From an optimization exercise on the open Yosys and OpenROAD flow, aimed at small area; shortcuts taken in it are not production practice. Where RTL was checked, it was by simulation tests only, not by an equivalence proof against the original. Power figures rest on the tool's default switching activity, not on a simulated workload.

==> flow/design.v <==
module control(clk,rst_n,seq_rdy,data_ack,currentState,inputBit,frame_end,phase7);
	input clk,rst_n;
	input seq_rdy;
	output data_ack;
	output reg [1:0] currentState;
	output inputBit;
	output reg frame_end;
	output phase7;
	reg [2:0] phase;
	assign inputBit  = ~phase[0];
	assign data_ack  = (phase == 3'd1);
	assign phase7    = (phase == 3'd7);
	always@(posedge clk or negedge rst_n)begin
		if(!rst_n)begin
			currentState <= 2'b11;
		end else if(seq_rdy && inputBit)begin
			currentState <= currentState + 2'd1;
		end
	end
	always@(posedge clk or negedge rst_n)begin
		if(!rst_n)begin
			phase <= 3'd0;
			frame_end <= 1'b0;
		end else begin
			phase <= phase + 3'd1;
			frame_end <= phase7;
		end
	end
endmodule
module BMU(currentState,inputBit,rec_code,hamming_dist);
input [1:0] rec_code;
input [1:0] currentState;
input inputBit;
output [2:0] hamming_dist;
wire [1:0] expec_code;
wire [1:0] Cn;
assign expec_code[1] = inputBit ^ currentState[0];
assign expec_code[0] = inputBit ^ currentState[0] ^ currentState[1];
assign Cn = rec_code ^ expec_code;
assign hamming_dist = {1'b0, Cn[1] & Cn[0], Cn[1] ^ Cn[0]};
endmodule
module PMU (
    input clk,
    input rst_n,
    input [2:0] hamming_dist,
    input [1:0] currentState,
    input inputBit,
    input frame_end,
    input phase7,
	output [15:0] decoded_msg
	);
reg [1:0] pm_n [0:3];
reg [1:0] nm_n [0:3];
wire [1:0] path_metrics [0:3];
wire [1:0] new_metrics [0:3];
assign path_metrics[0] = ~pm_n[0];
assign path_metrics[1] = ~pm_n[1];
assign path_metrics[2] = ~pm_n[2];
assign path_metrics[3] = ~pm_n[3];
assign new_metrics[0] = ~nm_n[0];
assign new_metrics[1] = ~nm_n[1];
assign new_metrics[2] = ~nm_n[2];
assign new_metrics[3] = ~nm_n[3];
wire [2:0] candidate_metric;
wire [1:0] nextState;
wire [51:0] survf;
wire [12:0] surv0 = survf[12:0], surv1 = survf[25:13], surv2 = survf[38:26], surv3 = survf[51:39];
reg [12:0] surv_rd;
reg [1:0] ptr [0:3];
reg [12:1] pend;
reg [3:0] bit_count;
reg [1:0] min_value;
reg [1:0] final_state;
reg [3:0] valid_count;
reg [12:0] dmsg;
wire clear;
reg pend_zero;
wire masked;
wire better;
wire [11:0] src;
integer i;
function [12:0] smask;
	input [1:0] k;
	begin
		smask = {11'h7ff, k[0], k[1]};
	end
endfunction
assign decoded_msg = {3'b000, dmsg};
assign nextState = {inputBit, currentState[1]};
assign candidate_metric = {1'b0, path_metrics[currentState]} + hamming_dist;
assign better = candidate_metric < {1'b0, new_metrics[nextState]};
assign clear = (bit_count == 4'd15);
assign masked = (bit_count == 4'd0);
wire [1:0] rd_sel = frame_end ? currentState : final_state;
always @(*) begin
	case (rd_sel)
		2'd0: surv_rd = surv0;
		2'd1: surv_rd = surv1;
		2'd2: surv_rd = surv2;
		default: surv_rd = surv3;
	endcase
end
assign src = surv_rd[11:0];
always @(posedge clk or negedge rst_n) begin
	if (!rst_n) begin
		pm_n[0] <= 2'd3;
		pm_n[1] <= 2'd0;
		pm_n[2] <= 2'd0;
		pm_n[3] <= 2'd0;
	end else if (frame_end) begin
		for (i = 0; i < 4; i = i + 1)
			pm_n[i] <= nm_n[i];
	end
end
always @(posedge clk or negedge rst_n) begin
	if (!rst_n) begin
		for (i = 0; i < 4; i = i + 1)
			nm_n[i] <= 2'd0;
	end else if (frame_end && valid_count < 12) begin
		for (i = 0; i < 4; i = i + 1)
			nm_n[i] <= 2'd0;
	end else if (better) begin
		nm_n[nextState] <= ~candidate_metric[1:0];
	end
end
wire [3:0] hold, sel_a, sel_b, sel_p;
genvar g;
generate
	for (g = 0; g < 4; g = g + 1) begin : res
		reg [12:0] q;
		wire mk = masked & (g >= 2);
		assign hold[g]  = ~frame_end | (ptr[g] == 2'd0);
		assign sel_a[g] = frame_end & (ptr[g] == 2'd1) & ~mk;
		assign sel_b[g] = frame_end & (ptr[g] == 2'd2) & ~mk;
		assign sel_p[g] = frame_end & (ptr[g] == 2'd3) & (g >= 2) & ~pend_zero;
		wire [12:0] sa = survf[(g % 2) * 26 +: 13];
		wire [12:0] sb = survf[(g % 2) * 26 + 13 +: 13];
		wire [12:0] nxt = ( ({13{hold[g]}} & q)
		                  | ({13{sel_a[g]}} & {sa[11:0], 1'b1})
		                  | ({13{sel_b[g]}} & {sb[11:0], 1'b1})
		                  | ({13{sel_p[g]}} & {pend, 1'b1})
		                  | {12'd0, ~hold[g] & (g >= 2)} ) & smask(g);
		always @(posedge clk or negedge rst_n) begin
			if (!rst_n)
				q <= 13'd0;
			else
				q <= nxt;
		end
		assign survf[g * 13 +: 13] = q;
	end
endgenerate
always @(posedge clk or negedge rst_n) begin
	if (!rst_n) begin
		for (i = 0; i < 4; i = i + 1)
			ptr[i] <= 2'd0;
	end else begin
		if (frame_end) begin
			for (i = 0; i < 4; i = i + 1)
				ptr[i] <= 2'd0;
		end
		if (better) begin
			if (frame_end)
				ptr[nextState] <= 2'd3;
			else if (masked && !nextState[1])
				ptr[nextState] <= 2'd3;
			else
				ptr[nextState] <= currentState[0] ? 2'd2 : 2'd1;
		end
	end
end
always @(posedge clk or negedge rst_n) begin
	if (!rst_n) begin
		pend <= 12'd0;
		pend_zero <= 1'b0;
	end else if (frame_end && better) begin
		pend <= src;
		pend_zero <= masked;
	end
end
always @(posedge clk or negedge rst_n) begin
	if (!rst_n) begin
		bit_count <= 4'd0;
	end else if (clear) begin
		bit_count <= 4'd0;
	end else if (frame_end) begin
		bit_count <= bit_count + 4'd1;
	end
end
always @(posedge clk or negedge rst_n) begin
	if (!rst_n) begin
		dmsg <= 13'd0;
	end else if (clear) begin
		dmsg <= surv_rd;
	end
end
always @(posedge clk or negedge rst_n) begin
	if (!rst_n) begin
		min_value <= 2'b0;
		final_state <= 2'b0;
	end else begin
		min_value <= new_metrics[0];
		if (new_metrics[1] < min_value) begin
			min_value <= new_metrics[1];
			final_state <= 2'd1;
		end else if (new_metrics[2] < min_value) begin
			min_value <= new_metrics[2];
			final_state <= 2'd2;
		end else if (new_metrics[3] < min_value) begin
			min_value <= new_metrics[3];
			final_state <= 2'd3;
		end
	end
end
always @(posedge clk or negedge rst_n) begin
	if (!rst_n) begin
		valid_count <= 4'd0;
	end else if (phase7) begin
		valid_count <= valid_count + 4'd1;
	end
end
endmodule
module Top(clk,rst_n,rx,seq_rdy,data_ack,decoded_msg);
input clk,rst_n;
input [1:0]rx;
input seq_rdy;
output wire data_ack;
output wire [15:0] decoded_msg;
wire [1:0] currentState;
wire inputBit;
wire frame_end;
wire phase7;
wire [2:0] hamming_dist;
control c1(
	.clk(clk),
	.rst_n(rst_n),
	.seq_rdy(seq_rdy),
	.data_ack(data_ack),
	.currentState(currentState),
	.inputBit(inputBit),
	.frame_end(frame_end),
	.phase7(phase7)
);
BMU b1(
	.rec_code(rx),
	.hamming_dist(hamming_dist),
	.currentState(currentState),
	.inputBit(inputBit)
);
PMU p1(
	.clk(clk),
	.rst_n(rst_n),
	.hamming_dist(hamming_dist),
	.currentState(currentState),
	.inputBit(inputBit),
	.frame_end(frame_end),
	.phase7(phase7),
	.decoded_msg(decoded_msg)
);
endmodule
clock: 5.0 ns
lec_check: 0
cap_margin: 20
core_margin: 2
core_utilization: 60
slew_margin: 20
standard.sh (not shown) runs the stock make flow with config.mk's settings and CLKGATE_MAP_FILE= SYNTH_SCRIPT=/design/flow/synth_recipe.tcl, a recipe that flattens the netlist after the stock synthesis.
==> flow/flow/run.sh <==
#!/bin/bash
# The standard ORFS layout (the standard.sh, with its unchanged synthesis),
# except that:
#  - the clock tree is built from small clock buffers, without dummy
#    balancing loads;
#  - every input and output port gets the smallest buffer (buf_1);
#  - after global routing, power recovery downsizes cells on paths with
#    slack, and flow/post_grt.tcl then repairs slew and capacitance again.
# ORFS writes each tool's log under orfs/logs; make's own output goes to
# flow_make.log.
set -euo pipefail
bash standard.sh \
  "CTS_ARGS=-sink_clustering_enable -repair_clock_nets -dont_use_dummy_load -buf_list {sky130_fd_sc_hd__clkbuf_4 sky130_fd_sc_hd__clkbuf_2}" \
  "BUFFER_PORTS_ARGS=-buffer_cell sky130_fd_sc_hd__buf_1" \
  RECOVER_POWER=100 \
  "POST_GLOBAL_ROUTE_TCL=$(pwd)/flow/post_grt.tcl" \
  finish > flow_make.log 2>&1
==> flow/flow/post_grt.tcl <==
# Runs after global routing and power recovery (which downsizes cells on paths
# with slack): repair max slew and capacitance again, since power recovery
# does not keep them, then re-legalise, re-route the changed nets and rewrite
# the route guides for the detailed router.
log_cmd global_route -start_incremental
repair_design_helper
log_cmd detailed_placement
log_cmd global_route -end_incremental
log_cmd estimate_parasitics -global_routing
write_guides $::env(RESULTS_DIR)/route.guide
The baseline completed without violations.
Next try:
--- a/flow/design.v
+++ b/flow/design.v
@@ -167,13 +167,10 @@
 				ptr[nextState] <= currentState[0] ? 2'd2 : 2'd1;
 		end
 	end
 end
-always @(posedge clk or negedge rst_n) begin
-	if (!rst_n) begin
-		pend <= 12'd0;
-		pend_zero <= 1'b0;
-	end else if (frame_end && better) begin
+always @(posedge clk) begin
+	if (frame_end && better) begin
 		pend <= src;
 		pend_zero <= masked;
 	end
 end
=> The new run ran to the end with no violations. Worst hold slack got worse by 0.12 ns. Cell count increases by about 6%. Register-to-register slack degrades by 0.06 ns. Routed wire length rises by 1.8%. Non-clock buffer count shrinks by 2. Via count is higher by 2.3%.
The RTL of the second run of this note was laid out without a check of its function.

## before
Another version of the RTL of Top (not shown whole).
For scale: ~6000 sq um of cells after synthesis.
==> module PMU, before the edit <==
module PMU (
    input clk,
    input rst_n,
    input [2:0] hamming_dist,
    input [1:0] currentState,
    input inputBit,
    input frame_end,
    input phase7,
	output [15:0] decoded_msg
	);
reg [1:0] path_metrics [0:3];
reg [1:0] new_metrics [0:3];
wire [2:0] candidate_metric;
wire [1:0] nextState;
wire [51:0] survf;
wire [12:0] surv0 = survf[12:0], surv1 = survf[25:13], surv2 = survf[38:26], surv3 = survf[51:39];
reg [12:0] surv_cs, surv_fs;
reg [1:0] ptr [0:3];
reg [12:1] pend;
reg [3:0] bit_count;
reg [1:0] min_value;
reg [1:0] final_state;
reg [3:0] valid_count;
reg [12:0] dmsg;
wire clear;
wire masked;
wire better;
wire [11:0] src;
integer i;
function [12:0] smask;
	input [1:0] k;
	begin
		smask = {11'h7ff, k[0], k[1]};
	end
endfunction
assign decoded_msg = {3'b000, dmsg};
assign nextState = {inputBit, currentState[1]};
assign candidate_metric = {1'b0, path_metrics[currentState]} + hamming_dist;
assign better = candidate_metric < {1'b0, new_metrics[nextState]};
assign clear = (bit_count == 4'd15);
assign masked = (bit_count == 4'd0);
always @(*) begin
	case (currentState)
		2'd0: surv_cs = surv0;
		2'd1: surv_cs = surv1;
		2'd2: surv_cs = surv2;
		default: surv_cs = surv3;
	endcase
	case (final_state)
		2'd0: surv_fs = surv0;
		2'd1: surv_fs = surv1;
		2'd2: surv_fs = surv2;
		default: surv_fs = surv3;
	endcase
end
assign src = masked ? 12'd0 : surv_cs[11:0];
always @(posedge clk or negedge rst_n) begin
	if (!rst_n) begin
		path_metrics[0] <= 2'd0;
		path_metrics[1] <= 2'd3;
		path_metrics[2] <= 2'd3;
		path_metrics[3] <= 2'd3;
	end else if (frame_end) begin
		for (i = 0; i < 4; i = i + 1)
			path_metrics[i] <= new_metrics[i];
	end
end
always @(posedge clk or negedge rst_n) begin
	if (!rst_n) begin
		for (i = 0; i < 4; i = i + 1)
			new_metrics[i] <= 2'd3;
	end else if (frame_end && valid_count < 12) begin
		for (i = 0; i < 4; i = i + 1)
			new_metrics[i] <= 2'd3;
	end else if (better) begin
		new_metrics[nextState] <= candidate_metric[1:0];
	end
end
wire [3:0] hold, sel_a, sel_b, sel_p;
genvar g;
generate
	for (g = 0; g < 4; g = g + 1) begin : res
		reg [12:0] q;
		wire mk = masked & (g >= 2);
		assign hold[g]  = ~frame_end | (ptr[g] == 2'd0);
		assign sel_a[g] = frame_end & (ptr[g] == 2'd1) & ~mk;
		assign sel_b[g] = frame_end & (ptr[g] == 2'd2) & ~mk;
		assign sel_p[g] = frame_end & (ptr[g] == 2'd3) & (g >= 2);
		wire [12:0] sa = survf[(g % 2) * 26 +: 13];
		wire [12:0] sb = survf[(g % 2) * 26 + 13 +: 13];
		wire [12:0] nxt = ( ({13{hold[g]}} & q)
		                  | ({13{sel_a[g]}} & {sa[11:0], 1'b1})
		                  | ({13{sel_b[g]}} & {sb[11:0], 1'b1})
		                  | ({13{sel_p[g]}} & {pend, 1'b1})
		                  | {12'd0, ~hold[g] & (g >= 2)} ) & smask(g);
		always @(posedge clk or negedge rst_n) begin
			if (!rst_n)
				q <= 13'd0;
			else
				q <= nxt;
		end
		assign survf[g * 13 +: 13] = q;
	end
endgenerate
always @(posedge clk or negedge rst_n) begin
	if (!rst_n) begin
		for (i = 0; i < 4; i = i + 1)
			ptr[i] <= 2'd0;
	end else begin
		if (frame_end) begin
			for (i = 0; i < 4; i = i + 1)
				ptr[i] <= 2'd0;
		end
		if (better) begin
			if (frame_end)
				ptr[nextState] <= 2'd3;
			else if (masked && !nextState[1])
				ptr[nextState] <= 2'd3;
			else
				ptr[nextState] <= currentState[0] ? 2'd2 : 2'd1;
		end
	end
end
always @(posedge clk or negedge rst_n) begin
	if (!rst_n) begin
		pend <= 12'd0;
	end else if (frame_end && better) begin
		pend <= src;
	end
end
always @(posedge clk or negedge rst_n) begin
	if (!rst_n) begin
		bit_count <= 4'd0;
	end else if (clear) begin
		bit_count <= 4'd0;
	end else if (frame_end) begin
		bit_count <= bit_count + 4'd1;
	end
end
always @(posedge clk or negedge rst_n) begin
	if (!rst_n) begin
		dmsg <= 13'd0;
	end else if (clear) begin
		dmsg <= surv_fs;
	end
end
always @(posedge clk or negedge rst_n) begin
	if (!rst_n) begin
		min_value <= 2'b0;
		final_state <= 2'b0;
	end else begin
		min_value <= new_metrics[0];
		if (new_metrics[1] < min_value) begin
			min_value <= new_metrics[1];
			final_state <= 2'd1;
		end else if (new_metrics[2] < min_value) begin
			min_value <= new_metrics[2];
			final_state <= 2'd2;
		end else if (new_metrics[3] < min_value) begin
			min_value <= new_metrics[3];
			final_state <= 2'd3;
		end
	end
end
always @(posedge clk or negedge rst_n) begin
	if (!rst_n) begin
		valid_count <= 4'd0;
	end else if (phase7) begin
		valid_count <= valid_count + 4'd1;
	end
end
endmodule
export LEC_CHECK = 0
export CAP_MARGIN = 20
export CORE_MARGIN = 2
export CORE_UTILIZATION = 40
export SLEW_MARGIN = 20
create_clock -name core_clock -period 5.0 [get_ports {clk}]
run.sh (not shown) runs the stock make flow with config.mk's settings and CLKGATE_MAP_FILE= SYNTH_SCRIPT=/design/flow/synth_recipe.tcl, a recipe that flattens the netlist after the stock synthesis.
Stock flow here: none of the scripts above is used.
Per the final summary, before finished and its layout is clean on timing, DRC and antenna.
Input-level comparison between after and before:
-- flow/design.v --
<<< before, line 58
wire [51:0] survf;
wire [12:0] surv0 = survf[12:0], surv1 = survf[25:13], surv2 = survf[38:26], surv3 = survf[51:39];
reg [12:0] surv_cs, surv_fs;
reg [1:0] ptr [0:3];
reg [12:1] pend;
>>> after, line 58
wire [51:0] survf;
wire [12:0] surv0 = survf[12:0], surv1 = survf[25:13], surv2 = survf[38:26], surv3 = survf[51:39];
reg [12:0] surv_rd;
reg [1:0] ptr [0:3];
reg [12:1] pend;
<<< before, line 67
reg [12:0] dmsg;
wire clear;
wire masked;
wire better;
>>> after, line 67
reg [12:0] dmsg;
wire clear;
reg pend_zero;
wire masked;
wire better;
<<< before, line 83
assign clear = (bit_count == 4'd15);
assign masked = (bit_count == 4'd0);
always @(*) begin
	case (currentState)
		2'd0: surv_cs = surv0;
		2'd1: surv_cs = surv1;
		2'd2: surv_cs = surv2;
		default: surv_cs = surv3;
	endcase
	case (final_state)
		2'd0: surv_fs = surv0;
		2'd1: surv_fs = surv1;
		2'd2: surv_fs = surv2;
		default: surv_fs = surv3;
	endcase
end
assign src = masked ? 12'd0 : surv_cs[11:0];
always @(posedge clk or negedge rst_n) begin
	if (!rst_n) begin
>>> after, line 84
assign clear = (bit_count == 4'd15);
assign masked = (bit_count == 4'd0);
wire [1:0] rd_sel = frame_end ? currentState : final_state;
always @(*) begin
	case (rd_sel)
		2'd0: surv_rd = surv0;
		2'd1: surv_rd = surv1;
		2'd2: surv_rd = surv2;
		default: surv_rd = surv3;
	endcase
end
assign src = surv_rd[11:0];
always @(posedge clk or negedge rst_n) begin
	if (!rst_n) begin
<<< before, line 129
		assign sel_a[g] = frame_end & (ptr[g] == 2'd1) & ~mk;
		assign sel_b[g] = frame_end & (ptr[g] == 2'd2) & ~mk;
		assign sel_p[g] = frame_end & (ptr[g] == 2'd3) & (g >= 2);
		wire [12:0] sa = survf[(g % 2) * 26 +: 13];
		wire [12:0] sb = survf[(g % 2) * 26 + 13 +: 13];
>>> after, line 125
		assign sel_a[g] = frame_end & (ptr[g] == 2'd1) & ~mk;
		assign sel_b[g] = frame_end & (ptr[g] == 2'd2) & ~mk;
		assign sel_p[g] = frame_end & (ptr[g] == 2'd3) & (g >= 2) & ~pend_zero;
		wire [12:0] sa = survf[(g % 2) * 26 +: 13];
		wire [12:0] sb = survf[(g % 2) * 26 + 13 +: 13];
<<< before, line 168
	if (!rst_n) begin
		pend <= 12'd0;
	end else if (frame_end && better) begin
		pend <= src;
	end
end
>>> after, line 164
	if (!rst_n) begin
		pend <= 12'd0;
		pend_zero <= 1'b0;
	end else if (frame_end && better) begin
		pend <= src;
		pend_zero <= masked;
	end
end
<<< before, line 185
		dmsg <= 13'd0;
	end else if (clear) begin
		dmsg <= surv_fs;
	end
end
>>> after, line 183
		dmsg <= 13'd0;
	end else if (clear) begin
		dmsg <= surv_rd;
	end
end
Results
- after: full flow OK, the timing, design-rule and antenna checks passed
- In the final design statistics, after uses more standard cells in total than before.
- before has higher final critical-path required period than after.
- [compare] base=before new=after: maximum frequency climbed 15%, weighted congestion at the end of routability-driven global placement dropped 3.4%, share of total power in combinational logic climbed 0.5 points.
- From before to after the numbers moved as follows: share of cells above drive strength 1 lost 3.4 points; post-route fraction of the period consumed by the critical path now sits lower; global-route usage now sits higher.
- Comparing before and after, the higher worst setup slack is on after.
- after: design internal power is 0.23 mW lower than what before reported.

==> re-timing with driven ports <==
In the flow no input, the clock included, has a driving cell. The finished layouts below were timed again as built, in two steps.
Step 1: set_driving_cell puts a clkbuf_16 on clk and a buf_2 on each other input, an assumption about the parent block.
Step 2, shift: input delay + t, output delay - t, t = (earliest + latest rising clock arrival at the registers) / 2. This alone moves slack from input paths to output paths.
a / b / c = ideal / step 1 / step 2; a / b = the first two.
| run | t (ns) | setup WS [ns] | slew at the worst register clock pin (ns) |
|---|---|---|---|
| the first run of note 1 | 0.527 | 0.770 / 0.770 / 0.549 | 0.10 / 0.10 |
| the second run of note 1 | 0.539 | 0.708 / 0.708 / 0.708 | 0.10 / 0.10 |
| before | 0.449 | 0.620 / 0.620 / 0.565 | 0.06 / 0.06 |
| after | 0.465 | 1.178 / 1.196 / 0.732 | 0.05 / 0.05 |
After both steps setup and hold are still met in every run listed. For after, which loses most, drivers alone change the setup slack by +0.018 ns; drivers and shift together by -0.446 ns.
